Context: an optimization exercise on an open-source flow, tuned for small area and a short achievable clock period. The choices shown serve that exercise and are no tape-out recipe. RTL that was checked went through simulation tests only; none was proved equivalent to the original. Only the layout flow was run in run 1; the RTL was not checked for function there. Power and IR drop assume default switching activity.

==> flow/design.v, too long to show whole: its modules and the start of the top module <==
// module Top_Module: 1322 lines
// module fa: 4 lines
// module ha: 4 lines
// module pgc: 4 lines
// module gc: 3 lines
module Top_Module(
    input clk,
    input wire [31:0] Num1,
    input wire [31:0] Num2,
    output reg [31:0] out
);
  // ...
==> flow/flow/run.sh <==
#!/bin/bash
# Standard layout (the standard.sh) with two changes to how it is made:
# port buffers use buf_2 instead of the default delay-cell choice, and timing
# repair aims for a setup slack of 7.85 ns instead of 0. The clock period and
# all constraints are unchanged. Full tool output goes to standard.log.
bash standard.sh SETUP_SLACK_MARGIN=7.85 "BUFFER_PORTS_ARGS=-buffer_cell sky130_fd_sc_hd__buf_2" finish > standard.log 2>&1
==> flow/standard.sh <==
#!/bin/bash
# synth_recipe.tcl (not shown) runs the flow's synth.tcl, then flattens the netlist and writes it again
# the make line also repeats each setting of config.mk as NAME=value (left out here)
make -C /OpenROAD-flow-scripts/flow DESIGN_CONFIG=/design/flow/config.mk WORK_HOME=/design/flow/orfs CLKGATE_MAP_FILE= SYNTH_SCRIPT=/design/flow/synth_recipe.tcl "${@:-finish}"
==> flow/config.mk <==
export PLATFORM = sky130hd
export DESIGN_NAME = Top_Module
export DESIGN_NICKNAME = Top_Module
export VERILOG_FILES = /design/flow/design.v
export SDC_FILE = /design/flow/constraint.sdc
export NUM_CORES = 4
export LEC_CHECK = 0
export CAP_MARGIN = 20
export CORE_MARGIN = 2
export CORE_UTILIZATION = 55
export CTS_CLUSTER_DIAMETER = 120
export CTS_CLUSTER_SIZE = 30
export SLEW_MARGIN = 20
export SYNTH_HIERARCHICAL = 1
export SYNTH_MINIMUM_KEEP_SIZE = 0
==> flow/constraint.sdc <==
create_clock -name core_clock -period 11.0 [get_ports {clk}]
set_input_delay 2.2000 -clock core_clock [delete_from_list [all_inputs] [get_ports {clk}]]
set_output_delay 2.2000 -clock core_clock [all_outputs]
set_load 0.01 [all_outputs]
==> flow_summary.toml, run 1 <==
[sta]
rsz0062_at_grt = "true"
setup_ws_ns = 7.82
relSlewSlack = 0.202
worstMarginPinSlew_ns = 1.19
drv_slew = 0

[setup_path]
critical_path_peak_fanout = 2
crit_required_ns = 11.44
cpLargestDelayFamily = "simple AND/OR/NAND/NOR gates"
r2r_slack_ns = 7.82
startpoint = "Num1[1]"
cp-end-kind = "register"

[clock_network]
clk_pin_slew_ns = 0.11
clk_latency_ns = 0.53
ctsResizeCount = 105
clk_root_buffer_cell = "clkbuf_16"
post_cts_buffers = 19

[min_path]
hold_path_end = "n3$_DFF_P_"

[global_route]
met2_usage = 0.490

[outcome]
outcome = "no timing/DRC/antenna violations"

[synth]
synth_top_cell_by_area = "dfxtp_1"
yosys-mux-area-fraction = 0.00810

[cells_and_area]
multi_input_area_um2 = 15000
final_cell_mix = "286 x xnor2_1, 256 x a22oi_1, 251 x fa_1"
nMultiInputCombCells = 1468
top_register = "out"

[pwr]
cellPowerDensity_nw_per_um2 = 338

[placed_design]
place_inst = 2425
==> run 2: changes to the inputs <==
--- a/flow/design.v
+++ b/flow/design.v
@@ -3,31 +3,31 @@
     input wire [31:0] Num1,
     input wire [31:0] Num2,
     output reg [31:0] out
 );
     wire [24:0] be = {1'b1, Num2[22:0], 1'b0};
     reg [11:0] bo, bt, bn;         
     reg [22:0] ma;
     reg [7:0]  ea1, eb1;
-    reg        fa1, fb1, s1;
+    reg        s1;
     integer k;
     always @(posedge clk) begin
         for (k = 0; k < 12; k = k + 1) begin
             bo[k] <= be[2*k+1] ^ be[2*k];
             bt[k] <= (be[2*k+2] & ~be[2*k+1] & ~be[2*k]) | (~be[2*k+2] & be[2*k+1] & be[2*k]);
             bn[k] <= be[2*k+2];
         end
         ma  <= Num1[22:0];
         ea1 <= Num1[30:23];
         eb1 <= Num2[30:23];
-        fa1 <= (Num1[22:0] == 23'd0);
-        fb1 <= (Num2[22:0] == 23'd0);
         s1  <= Num1[31] ^ Num2[31];
     end
+    wire fa1 = (ma == 23'd0);
+    wire fb1 = ~(|bo) & ~(|bt[10:0]);
     wire zero1 = (ea1 == 8'h00);
     wire zero2 = (eb1 == 8'h00);
     wire max1  = (ea1 == 8'hFF);
     wire max2  = (eb1 == 8'hFF);
     wire inf1  = max1 & fa1;
     wire inf2  = max2 & fb1;
     wire is_nan = (max1 & ~fa1) | (max2 & ~fb1) | (inf1 & zero2) | (inf2 & zero1);
     wire is_inf = inf1 | inf2;
==> run 2 against run 1 <==
Compared with the run above: clock power is 1% higher; core utilization is 0.40 points lower; critical path depth is 7 higher; setup slack worse by 0.012 ns; synthesized area is 0.58% higher; largest cell class unchanged; register-to-register slack hardly changed; non-clock buffer count is 5 higher; critical endpoint is now p3[25]$_DFF_P_; final area is 0.16% lower.
==> flow_summary.toml, run 2 <==
[synth]
avgSynthCellArea_um2 = 10.6
yosysUniqueCellTypes = 60
yosysMostFrequentCell = "xnor2_1"
synth_top_cell_by_area = "fa_1"
synthArstFlopShare = 0
synth_flop_cell = "dfxtp_1"
yosys_register_bits = 266
netlist.area_leader.share = 0.257
yosysWarnings = 7
synth_edf_count = 0
syn-instance-count = 1960
yosys-top-cells-count = "282 x xnor2_1, 267 x fa_1, 266 x dfxtp_1"
syn_area_um2 = 20800
ys_top_cells_by_area = "fa_1 26%, dfxtp_1 26%, xnor2_1 12%"
yosysSeqAreaShare = 0.256

[global_route]
grt_pass1_wl_um = 90900
grt_antenna_before_repair = 1
overflow = 0
grt_pass1_vias = 15800
grt_max_degree = 31
track_usage = 0.305

[floorplanning]
rows = 71
dieHeight_um = 199
die_width_um = 199
ios = 97
core_um2 = 37500
die_area_um2 = 39400
start_util = 0.555

[placed_design]
dp_hpwl_um = 37600
place_ws_ns = 6.79
numPortBuffers = 96
gp_congestion = 0.843
placedInstanceArea_um2 = 21700

[clock_network]
cts_sinks = 266
clk_latency_ns = 0.53
cts_tree = "built"
cts_buffers = 13
clk_path_buf_depth = 3
clk_root_buffer_cell = "clkbuf_16"
clk_pin_slew_ns = 0.11
htreeDepth = 1

[setup_path]
crit_required_ns = 11.43
cp-end-kind = "register"
criticalPathCategory = "register to register"
critical_path_peak_fanout = 3
cp-start-kind = "register"
cp.arrival_ns = 3.62

[cells_and_area]
design_area_um2 = 23700
area.growth.synth_to_final_pct = 14.0
fin_util = 0.633
top_regs = "out (32), p3 (26), ma (23)"
final_common_cell = "xnor2_1"
final_layout_size_suffix_gt1_frac = 0.180
n_fill_cell = 3083
largest_register_ffs = 32
nNetsFinal = 2438
top_register = "out"
final_cell_mix = "278 x xnor2_1, 256 x a22oi_1, 251 x fa_1"
multi_input_area_um2 = 15100
antenna_cells = 0
seq_area_um2 = 5410

[sta]
worstMarginPinSlew_ns = 0.622
setup_ws_ns = 7.81
drv_slew = 0
hold_violations = 0
tns_ns = 0
fin_crit_ns = 3.19
skew_ns = 0.0258
setup_viol = 0
relSlewSlack = 0.586
rsz0062_at_grt = "true"
fin_crit_sh = 0.290
fmax_mhz = 314
hold_slack_ns = 0.334

[min_path]
hp-class = "register to register"

[pwr]
vdd_drop_max_mv = 0.314
pwr-share-seq = 0.201
p_int_uw = 4520
clkPwrFrac = 0.072
p_sw_uw = 3580
p_leak_uw = 0.00970
p_comb_frac = 0.727
sw_frac_of_total = 0.442
cellPowerDensity_nw_per_um2 = 341

[drt]
wl_um = 60200
final_antenna_net_count = 0
wl_per_cell_um = 23.8
via_count = 15500
route.detailed.drc = 0
drt_iter0_markers = 1556
first_pass_iters = 6
via_per_inst = 6.14

[run]
cap_violations = 0

[outcome]
outcome = "no timing/DRC/antenna violations"
==> run 2: cell count changes after synthesis, sizes merged, moves of 4 or more <==
cell / change
and3: +5
and2: +6
xor2: +4
xnor2: -6
nor2: -8
o21ai: -6
nand3: -7
or4: +4
buf: +7
a31oi: -6
nor4: -6
clkbuf: +26
==> run 2: power by group through the flow <==
stage | Sequential (µW) | Combinational [µW] | Clock (µW)
CTS | 1630 | 5660 | 601
global placement | 1660 | 4910 | 0
finish | 1630 | 5880 | 579
detailed placement | 1670 | 4980 | 0
global route | 1670 | 6520 | 631
floorplan | 1600 | 3640 | 0
==> run 2: layout make-up <==
class                           count  area share
Sequential cell                   266       0.228
Clock buffer                       13      0.0137
Tap cell                          511      0.0270
Multi-Input combinational cell   1460       0.636
Inverter                           69      0.0111
Timing Repair Buffer              208      0.0806
Clock inverter                      5     0.00322
==> run 2: per-layer routing <==
layer	vias to the layer above	GRT usage	routed length (µm)
met2	872	0.456	25900
li1	6755	-	-
met5	-	0	45
met3	119	0.0956	6840
met4	4	0.0840	1550
met1	7799	0.428	25900
==> run 2: cells by family after synthesis <==
logic type,after synthesis,synth area share
compound gates,471,0.163
xor+xnor,347,0.146
fa+ha+maj,355,0.310
buf+inv,255,0.0474
flops,266,0.256
mux,19,0.00992
other cells,2,0.000361
simple gates,245,0.0675
==> run 2: repair_timing <==
action,CTS,global route
setup endpoints to repair,123,89
gates cloned,9,2
pin swaps,40,33
endpoints found under the hold margin,0,0
hold buffers,0,0
resized for setup,134,94
buffers inserted,42,10
==> run 2: path summary, 6_finish.rpt <==
kind	from	endpoint	slack [ns]	cells after the start
max	q27_2$_DFF_P_	p3[25]$_DFF_P_	7.81	11
min reg2reg	n2$_DFF_P_	n3$_DFF_P_	0.33	0
min	n2$_DFF_P_	n3$_DFF_P_	0.33	0
max reg2reg	q27_2$_DFF_P_	p3[25]$_DFF_P_	7.81	11
==> run 2: stage by stage <==
step | total power (µW) | cells
floorplan | 5240 | 1978
global placement | 6570 | 2451
detailed placement | 6640 | 2451
CTS | 7890 | 2520
global route | 8830 | 2532
finish | 8090 | 2532
==> run 2: worst max-delay path, cell delays in order, from the launching register on <==
cell,delay [ns]
dfxtp_2,0.33
fa_1,0.54
fa_1,0.45
ha_4,0.27
and2_4,0.16
a21o_1,0.19
a21o_4,0.23
a21o_1,0.18
a21o_4,0.20
a21o_1,0.21
xnor2_2,0.14
xnor2_1,0.18
==> run 2: per-module statistics from Yosys (local to each module, per instance) <==
module	cells	copies in the design	cell area (µm²)
gc	1	38	7.51
pgc	2	58	13.8
ha	1	20	12.5
Top_Module	1520	1	14100
fa	1	266	20.0
==> run 3: changes to the inputs <==
--- a/flow/config.mk
+++ b/flow/config.mk
@@ -8,8 +8,8 @@
 export CAP_MARGIN = 20
 export CORE_MARGIN = 2
 export CORE_UTILIZATION = 55
-export CTS_CLUSTER_DIAMETER = 120
-export CTS_CLUSTER_SIZE = 30
+export CTS_CLUSTER_DIAMETER = 100
+export CTS_CLUSTER_SIZE = 20
 export SLEW_MARGIN = 20
 export SYNTH_HIERARCHICAL = 1
 export SYNTH_MINIMUM_KEEP_SIZE = 0
==> run 3 against run 2 <==
Compared with the run above: still clean; sequential power is essentially flat; clock power grew 9.8%; sequential cell count is the same; wire length grew 0.29%; core utilization grew 0.53 points; critical path depth grew 1; fmax shrank 0.34%; non-clock buffer count grew 15; count of clock-buffer cells in the layout grew 4; via count shrank 0.53%; highest routed layer unchanged.
==> flow_summary.toml, run 3 <==
[synth]
yosys-top-cells-count = "282 x xnor2_1, 267 x fa_1, 266 x dfxtp_1"
netlist.area_leader.share = 0.257
synth_compound_area_frac = 0.163
yosys_register_bits = 266
yosys-mux-area-fraction = 0.00992
yosysWarnings = 7
synth_xor_xnor_area_share = 0.146
synthAdderAreaFrac = 0.310
ys_top_cells_by_area = "fa_1 26%, dfxtp_1 26%, xnor2_1 12%"
yosysUniqueCellTypes = 60
avgSynthCellArea_um2 = 10.6
syn_area_um2 = 20800
synthArstFlopShare = 0
syn-instance-count = 1960
yosysMostFrequentCell = "xnor2_1"
yosysSeqAreaShare = 0.256
synth_simple_gate_area_frac = 0.0675
synth_edf_count = 0
synth_top_family_by_area = "adder cells"
synth_flop_cell = "dfxtp_1"
synth_top_cell_by_area = "fa_1"

[setup_path]
r2r-start = "q20_2$_DFF_P_"
critical_path_peak_fanout = 3
slowest_stage = "fa_1"
r2r-end = "p3[25]$_DFF_P_"
crit_path_frequent_cell = "and2_4"
cp.arrival_ns = 3.62
cpPeakStageDelay_ns = 0.50
cpLargestDelayFamily = "adder cells"
cp-end-kind = "register"
criticalPathCategory = "register to register"
crit_required_ns = 11.43
cp.depth = 12
r2r_cells = 12
cp-start-kind = "register"
crit_buf_inv = 0
r2r_slack_ns = 7.80
path_cells = "fa_1, ha_2, fa_2, ha_4, and2_4, and2_4, and2_4, a21o_4, a21o_4, a21o_1, xnor2_2, xnor2_1"

[cells_and_area]
final_layout_size_suffix_gt1_frac = 0.184
top_regs = "out (32), p3 (26), ma (23)"
final_cell_mix = "276 x xnor2_1, 256 x a22oi_1, 253 x fa_1"
antenna_cells = 0
nNetsFinal = 2456
n_fill_cell = 3049
final_common_cell = "xnor2_1"
top_register = "out"
largest_register_ffs = 32
design_area_um2 = 23900
area.growth.synth_to_final_pct = 14.9

[drt]
route.detailed.drc = 0
final_antenna_net_count = 0
via_per_inst = 6.07
wl_um = 60400
first_pass_iters = 6
drt_iter0_markers = 1496
wl_per_cell_um = 23.7
via_count = 15500

[floorplanning]
ios = 97
die_area_um2 = 39400
dieHeight_um = 199
die_width_um = 199
rows = 71
start_util = 0.555
core_um2 = 37500

[placed_design]
numPortBuffers = 96
dp_hpwl_um = 37600
gp_congestion = 0.843
placedInstanceArea_um2 = 21700

[clock_network]
cts_buffers = 17
htreeDepth = 1
clk_pin_slew_ns = 0.08
clk_path_buf_depth = 3
cts_sinks = 266
clk_root_buffer_cell = "clkbuf_16"
clk_latency_ns = 0.54
cts_tree = "built"

[min_path]
hold_path_end = "n3$_DFF_P_"
whs_path_depth = 0
hp-class = "register to register"
hold_start = "n2$_DFF_P_"

[pwr]
p_leak_uw = 0.00982
vdd_drop_max_mv = 0.282
p_total_uw = 8150
cellPowerDensity_nw_per_um2 = 341

[sta]
skew_ns = 0.0268
rsz0062_at_grt = "true"
setup_viol = 0
relSlewSlack = 0.594
fin_crit_ns = 3.20
hold_slack_ns = 0.327
worstMarginPinSlew_ns = 0.610
tns_ns = 0
fmax_mhz = 313
hold_violations = 0
drv_slew = 0
fin_crit_sh = 0.291

[global_route]
grt_pass1_wl_um = 91400
overflow = 0
track_usage = 0.307
grt_max_degree = 28
grt_pass1_vias = 15800
grt_antenna_before_repair = 1

[run]
cap_violations = 0

[outcome]
outcome = "no timing/DRC/antenna violations"
run 3: cell counts after synthesis:
No cell type changed its count.
run 3: area by class of cell:
cell class                 instances  area, µm²  area share
clock buffer                      17        425      0.0178
clock inverter                     3       50.0     0.00209
inverter                          69        263      0.0110
multi-input combinational       1459      15100       0.631
sequential                       266       5410       0.226
tap                              511        639      0.0267
timing repair buffer             223       2050      0.0855
run 3: worst max-delay path by stage:
stage                               to            from
global placement    out[11]$_SDFF_PP0_  p3[25]$_DFF_P_
finish                  p3[25]$_DFF_P_   q20_2$_DFF_P_
floorplan                  ls2$_DFF_P_   bt[1]$_DFF_P_
CTS                        ls2$_DFF_P_   ma[2]$_DFF_P_
detailed placement  out[21]$_SDFF_PP0_  p3[25]$_DFF_P_
global route        out[11]$_SDFF_PP0_  p3[25]$_DFF_P_
run 3: cell families (layout without fill, tap and decap cells):
family,after synthesis,after routing
AOI/OAI and AO/OA,471,471
muxes,19,19
other,2,20
DFF,266,266
xor gates and xnor gates,347,347
adders and majority gates,355,355
buffers and inverters,255,312
and+or+nand+nor,245,247
run 3: report_power, final:
part | internal, µW | switching (µW)
registers | 1400 | 224
logic | 2870 | 3010
clock network | 305 | 331
total | 4580 | 3570
run 3: through the flow:
step | cells | utilization | worst slack [ns]
6_report | 2548 | 0.638 | 7.80
5_1_grt | 2548 | 0.638 | 7.70
4_1_cts | 2525 | 0.621 | 7.78
3_5_place_dp | 2451 | 0.579 | 6.79
3_3_place_gp | 2451 | 0.579 | 6.88
2_1_floorplan | 1978 | - | 7.78
run 3: Yosys stat by module (local to each module, per instance):
module,area (µm²),flops+latches,cells,copies in the design
gc,7.51,0,1,38
ha,12.5,0,1,20
Top_Module,14100,266,1520,1
pgc,13.8,0,2,58
fa,20.0,0,1,266
run 3: repair_timing:
action	CTS	global route
resized for setup	137	87
gates cloned	9	1
setup buffers	45	22
hold buffers	0	0
endpoints found under the setup margin	124	86
endpoints found under the hold margin	0	0
pin swaps	42	45
run 3: worst reg2reg max path: stages, from the launching register on:
cell	delay, ns
dfxtp_2	0.32
fa_1	0.50
ha_2	0.21
fa_2	0.37
ha_4	0.23
and2_4	0.14
and2_4	0.15
and2_4	0.15
a21o_4	0.25
a21o_4	0.24
a21o_1	0.21
xnor2_2	0.14
xnor2_1	0.19
run 3: metal layers:
layer  wire [µm]  part of all wire  vias to the layer above  track usage
li1            -                 -                     6789            -
met1       26000              0.43                     7751        0.431
met2       25900              0.43                      824        0.453
met3        6960              0.12                      101        0.102
met4        1510             0.025                        2       0.0871
met5          18           0.00030                        -            0
==> run 4: changes to the inputs <==
--- a/flow/config.mk
+++ b/flow/config.mk
@@ -7,9 +7,10 @@
 export LEC_CHECK = 0
 export CAP_MARGIN = 20
 export CORE_MARGIN = 2
-export CORE_UTILIZATION = 55
+export CORE_UTILIZATION = 62
 export CTS_CLUSTER_DIAMETER = 100
 export CTS_CLUSTER_SIZE = 20
+export PLACE_DENSITY = 0.72
 export SLEW_MARGIN = 20
 export SYNTH_HIERARCHICAL = 1
 export SYNTH_MINIMUM_KEEP_SIZE = 0
==> run 4 against run 3 <==
Compared with the run above: critical path depth stayed put; wire length down 1.5%; sequential share of layout area increased by 0.37 points; synthesized area unchanged; combinational power down 2%; count of clock-buffer cells in the layout is the same; sequential power is essentially flat; largest cell class unchanged; hold slack got worse by 0.00064 ns; largest power group unchanged; setup slack better by 0.0092 ns; via count increased by 2.9%; final cell count down 3.3%; highest routed layer is now met4.
==> flow_summary.toml, run 4 <==
[floorplanning]
dieHeight_um = 187
die_area_um2 = 35000
start_util = 0.625
die_width_um = 187
ios = 97
core_um2 = 33300
rows = 67

[drt]
wl_um = 59500
wl_met2_um = 26100
route.top_layer_used = "met4"
wl_met3_um = 8190
via_per_inst = 6.46
first_pass_iters = 9
routedLengthMet1_um = 22800
drt_iter0_markers = 1994
route.detailed.drc = 0
wl_per_cell_um = 24.1
final_antenna_net_count = 0
via_count = 15900

[global_route]
grt_pass1_wl_um = 90100
grt_pass1_vias = 16300
overflow = 0
grt_max_degree = 28
track_usage = 0.328
grt_antenna_before_repair = 0

[clock_network]
clk_pin_slew_ns = 0.08
cts_sinks = 266
cts_hold_buf = 0
cts_buffers = 17
clk_path_buf_depth = 3
htreeDepth = 1
clk_latency_ns = 0.53
cts_tree = "built"
clk_root_buffer_cell = "clkbuf_16"

[synth]
yosysMostFrequentCell = "xnor2_1"
syn_area_um2 = 20800
yosys-mux-area-fraction = 0.00992
yosys_register_bits = 266
synth_edf_count = 0
yosysUniqueCellTypes = 60
yosysWarnings = 7
synth_simple_gate_area_frac = 0.0675
synthAdderAreaFrac = 0.310
synth_top_cell_by_area = "fa_1"
synth_compound_area_frac = 0.163
synth_flop_cell = "dfxtp_1"
netlist.area_leader.share = 0.257
synth_xor_xnor_area_share = 0.146
avgSynthCellArea_um2 = 10.6
syn-instance-count = 1960
ys_top_cells_by_area = "fa_1 26%, dfxtp_1 26%, xnor2_1 12%"
yosys-top-cells-count = "282 x xnor2_1, 267 x fa_1, 266 x dfxtp_1"
yosysSeqAreaShare = 0.256
synth_top_family_by_area = "adder cells"
synthArstFlopShare = 0

[setup_path]
cp-end-kind = "register"
crit_path_frequent_cell = "and2_4"
cpPeakStageDelay_ns = 0.48
slowest_stage = "fa_1"
critical_path_peak_fanout = 7
criticalPathCategory = "register to register"
crit_required_ns = 11.44
cp.arrival_ns = 3.63
crit_buf_inv = 1
cp-start-kind = "register"
cpLargestDelayFamily = "adder cells"
path_cells = "fa_1, ha_2, fa_2, ha_4, and2_4, and2_4, and2_4, a21o_4, a21o_4, buf_12, a21o_1, xor2_1"

[sta]
hold_slack_ns = 0.326
hold_violations = 0
drv_slew = 0
worstMarginPinSlew_ns = 0.587
fin_crit_sh = 0.290
rsz0062_at_grt = "true"
skew_ns = 0.0149
tns_ns = 0
relSlewSlack = 0.608
setup_viol = 0
fin_crit_ns = 3.19
fmax_mhz = 314

[placed_design]
numPortBuffers = 96
place_inst = 2381
gp_congestion = 0.868
dp_hpwl_um = 36300

[pwr]
vdd_drop_max_mv = 0.242
p_leak_uw = 0.00971
cellPowerDensity_nw_per_um2 = 342
p_total_uw = 8070

[cells_and_area]
largest_register_ffs = 32
top_regs = "out (32), p3 (26), ma (23)"
final_layout_size_suffix_gt1_frac = 0.178
nNetsFinal = 2435
area.growth.synth_to_final_pct = 13.5
top_register = "out"
final_cell_mix = "278 x xnor2_1, 256 x a22oi_1, 254 x fa_1"
final_common_cell = "xnor2_1"
fin_cells = 2464
antenna_cells = 0

[min_path]
hp-class = "register to register"

[outcome]
outcome = "no timing/DRC/antenna violations"

[run]
cap_violations = 0
run 4: cell counts after synthesis:
Identical to the previous run, type by type.
run 4: final timing paths:
kind / end / cells past startpoint / from / slack, ns
worst min register to register: n3$_DFF_P_ / 0 / n2$_DFF_P_ / 0.33
worst max-delay path: p3[19]$_DFF_P_ / 12 / q20_2$_DFF_P_ / 7.81
worst min-delay path: n3$_DFF_P_ / 0 / n2$_DFF_P_ / 0.33
worst max register to register: p3[19]$_DFF_P_ / 12 / q20_2$_DFF_P_ / 7.81
run 4: stage by stage:
step,area (µm²),util,setup slack (ns)
after floorplan,21000,-,7.78
after global placement,21600,0.648,6.92
after detailed placement,21600,0.648,6.80
after CTS,23000,0.691,7.80
after global routing,23600,0.710,7.73
final,23600,0.710,7.81
run 4: where the power goes:
| group | total, µW | internal [µW] | switching [µW] | leakage (µW) |
|---|---|---|---|---|
| logic | 5800 | 2830 | 2980 | 0.00724 |
| clock network | 614 | 281 | 333 | 0.000223 |
| registers | 1650 | 1410 | 248 | 0.00225 |
run 4: final cells by class:
| class | instances | area (µm²) |
|---|---|---|
| Multi-Input combinational cell | 1457 | 15000 |
| Fill cell | 2435 | 9660 |
| Sequential cell | 266 | 5430 |
| Timing Repair Buffer | 204 | 1890 |
| Tap cell | 448 | 561 |
| Clock buffer | 17 | 425 |
| Inverter | 69 | 263 |
| Clock inverter | 3 | 26.3 |
run 4: Yosys stat by module (local to each module, per instance):
| module | area (µm²) | cells inside |
|---|---|---|
| gc | 7.51 | 1 |
| Top_Module | 14100 | 1520 |
| ha | 12.5 | 1 |
| pgc | 13.8 | 2 |
| fa | 20.0 | 1 |
run 4: repair_timing:
item / 4_1_cts / 5_1_grt
pin swaps: 33 / 52
resized for setup: 130 / 96
endpoints found under the setup margin: 137 / 89
gates cloned: 6 / 1
setup buffers: 33 / 23
run 4: metal layers:
metal,GRT usage,vias to the layer above
met5,0,-
met3,0.0951,245
li1,-,6756
met1,0.452,7743
met4,0.122,0
met2,0.496,1175
run 4: cell families (layout without fill, tap and decap cells):
| kind of cell | Yosys count | in the layout |
|---|---|---|
| mux | 19 | 19 |
| other cells | 2 | 20 |
| buf+inv | 255 | 293 |
| xor+xnor | 347 | 347 |
| compound gates | 471 | 471 |
| flops | 266 | 266 |
| fa+ha+maj | 355 | 355 |
| simple gates | 245 | 245 |
==> run 5: changes to the inputs <==
==> flow/config.mk (replaced) <==
export PLATFORM = sky130hd
export DESIGN_NAME = Top_Module
export DESIGN_NICKNAME = Top_Module
export VERILOG_FILES = /design/flow/design.v
export SDC_FILE = /design/flow/constraint.sdc
export NUM_CORES = 4
export LEC_CHECK = 0
export CAP_MARGIN = 5
export CORE_MARGIN = 2
export CORE_UTILIZATION = 55
export CTS_CLUSTER_DIAMETER = 120
export CTS_CLUSTER_SIZE = 30
export SLEW_MARGIN = 5
export SYNTH_HIERARCHICAL = 1
export SYNTH_MINIMUM_KEEP_SIZE = 0
==> run 5 against run 4 <==
Compared with the run above: still clean on timing, DRC and antenna; sequential cell count unchanged; register-to-register slack about the same; first-iteration DRC count down 22%; non-clock buffer count up 4; via count down 2.3%; critical path type unchanged; largest power group unchanged.
==> flow_summary.toml, run 5 <==
[sta]
tns_ns = 0
drv_slew = 0
skew_ns = 0.0258
setup_viol = 0
fin_crit_sh = 0.290
fin_crit_ns = 3.19
relSlewSlack = 0.586
hold_violations = 0
rsz0062_at_grt = "true"
fmax_mhz = 314
worstMarginPinSlew_ns = 0.622
hold_slack_ns = 0.334

[drt]
route.detailed.drc = 0
via_count = 15500
drt_iter0_markers = 1556
wl_um = 60200
via_per_inst = 6.14
final_antenna_net_count = 0
first_pass_iters = 6
wl_per_cell_um = 23.8

[setup_path]
cp-start-kind = "register"
criticalPathCategory = "register to register"
cp-end-kind = "register"
crit_required_ns = 11.43
critical_path_peak_fanout = 3
cp.arrival_ns = 3.62

[cells_and_area]
largest_register_ffs = 32
final_layout_size_suffix_gt1_frac = 0.180
nNetsFinal = 2438
multi_input_area_um2 = 15100
n_fill_cell = 3083
seq_area_um2 = 5410
final_cell_mix = "278 x xnor2_1, 256 x a22oi_1, 251 x fa_1"
final_common_cell = "xnor2_1"
antenna_cells = 0
top_regs = "out (32), p3 (26), ma (23)"
area.growth.synth_to_final_pct = 14.0
top_register = "out"

[floorplanning]
rows = 71
die_width_um = 199
dieHeight_um = 199
die_area_um2 = 39400
start_util = 0.555
ios = 97
core_um2 = 37500

[pwr]
vdd_drop_max_mv = 0.314
cellPowerDensity_nw_per_um2 = 341
p_leak_uw = 0.00970

[synth]
synth_top_cell_by_area = "fa_1"
syn_area_um2 = 20800
yosysWarnings = 7
yosys_register_bits = 266
syn-instance-count = 1960
synth_edf_count = 0
yosysSeqAreaShare = 0.256
yosysMostFrequentCell = "xnor2_1"
netlist.area_leader.share = 0.257
yosys-top-cells-count = "282 x xnor2_1, 267 x fa_1, 266 x dfxtp_1"
synth_flop_cell = "dfxtp_1"
ys_top_cells_by_area = "fa_1 26%, dfxtp_1 26%, xnor2_1 12%"
synthArstFlopShare = 0
yosysUniqueCellTypes = 60
avgSynthCellArea_um2 = 10.6

[placed_design]
dp_hpwl_um = 37600
gp_congestion = 0.843
numPortBuffers = 96

[global_route]
grt_pass1_vias = 15800
grt_max_degree = 31
grt_pass1_wl_um = 90900
grt_antenna_before_repair = 1
track_usage = 0.305
overflow = 0

[clock_network]
clk_latency_ns = 0.53
cts_tree = "built"
clk_path_buf_depth = 3
clk_pin_slew_ns = 0.11
cts_buffers = 13
clk_root_buffer_cell = "clkbuf_16"
cts_sinks = 266
cts_hold_buf = 0
htreeDepth = 1

[min_path]
hp-class = "register to register"

[run]
cap_violations = 0

[outcome]
outcome = "no timing/DRC/antenna violations"
==> run 5: per-stage QoR <==
stage / util / instance area [µm²] / power [µW] / cells / setup WS [ns]
6_report: 0.633 / 23700 / 8090 / 2532 / 7.81
5_1_grt: 0.633 / 23700 / 8830 / 2532 / 7.71
4_1_cts: 0.619 / 23200 / 7890 / 2520 / 7.78
3_5_place_dp: 0.579 / 21700 / 6640 / 2451 / 6.79
3_3_place_gp: 0.579 / 21700 / 6570 / 2451 / 6.88
2_1_floorplan: - / 21000 / 5240 / 1978 / 7.78
==> run 5: path summary, 6_finish.rpt <==
| kind | from | endpoint | slack (ns) | cells past startpoint |
|---|---|---|---|---|
| setup / recovery | q27_2$_DFF_P_ | p3[25]$_DFF_P_ | 7.81 | 11 |
| hold / removal | n2$_DFF_P_ | n3$_DFF_P_ | 0.33 | 0 |
| setup reg to reg | q27_2$_DFF_P_ | p3[25]$_DFF_P_ | 7.81 | 11 |
| hold reg to reg | n2$_DFF_P_ | n3$_DFF_P_ | 0.33 | 0 |
==> run 5: layer usage <==
| layer | up-vias | track usage | routed length (µm) |
|---|---|---|---|
| met5 | - | 0 | 45 |
| met4 | 4 | 0.0840 | 1550 |
| met3 | 119 | 0.0956 | 6840 |
| met2 | 872 | 0.456 | 25900 |
| met1 | 7799 | 0.428 | 25900 |
| li1 | 6755 | - | - |
==> run 5: per-module statistics from Yosys (local to each module, per instance) <==
module | cells | cell area [µm²] | flops+latches
ha | 1 | 12.5 | 0
pgc | 2 | 13.8 | 0
fa | 1 | 20.0 | 0
Top_Module | 1520 | 14100 | 266
gc | 1 | 7.51 | 0
==> run 5: kinds of logic after synthesis <==
family	share of synthesized area
AO/OA/AOI/OAI	0.163
XOR/XNOR	0.146
adder cells (fa/ha/maj)	0.310
buffers and inverters	0.0474
flip-flops	0.256
multiplexers	0.00992
other	0.000361
AND/OR/NAND/NOR	0.0675
==> run 5: report_power, final <==
part           internal [µW]  switching, µW
clock network            250            330
logic                   2860           3020
registers               1410            225
total                   4520           3580
==> run 5: layout make-up <==
cell class,instances,share of cell area
Multi-Input combinational cell,1460,0.636
Sequential cell,266,0.228
Timing Repair Buffer,208,0.0806
Tap cell,511,0.0270
Clock buffer,13,0.0137
Inverter,69,0.0111
Clock inverter,5,0.00322
==> run 5: critical path, cell delays in order, from the launching register on <==
cell and delay [ns]:
dfxtp_2 0.33, fa_1 0.54, fa_1 0.45, ha_4 0.27
and2_4 0.16, a21o_1 0.19, a21o_4 0.23, a21o_1 0.18
a21o_4 0.20, a21o_1 0.21, xnor2_2 0.14, xnor2_1 0.18
==> run 5: repair_timing <==
item | in CTS | in global routing
resized for setup | 134 | 94
cloned | 9 | 2
setup buffers | 42 | 10
endpoints found under the setup margin | 123 | 89
pin swaps | 40 | 33

separate check: timing with driven ports:
Ports are ideal in the flow. The routed layouts listed here were re-timed in OpenROAD.
Step 1: set_driving_cell puts a clkbuf_16 on clk and a buf_2 on each other input, an assumption about the parent block.
Step 2 times the ports against the registers' clock, not the clock port: input delays grow and output delays shrink by t, the midpoint of the rising clock arrivals with the driver on.
Three values: ideal, step 1, step 2; two values: the first two.
run	shift t [ns]	setup WS [ns]	worst data-port slew with drivers (ns)
run 1	0.565	7.824 / 7.791 / 7.296	0.08
run 2	0.575	7.812 / 7.766 / 7.812	0.05
run 3	0.579	7.801 / 7.767 / 7.801	0.05
run 4	0.579	7.810 / 7.773 / 7.810	0.05
run 5	0.575	7.812 / 7.766 / 7.812	0.05
After both steps every run listed still meets setup and hold. The setup slack of run 1, which loses most, moves by -0.033 ns with the drivers and by -0.528 ns with both steps.
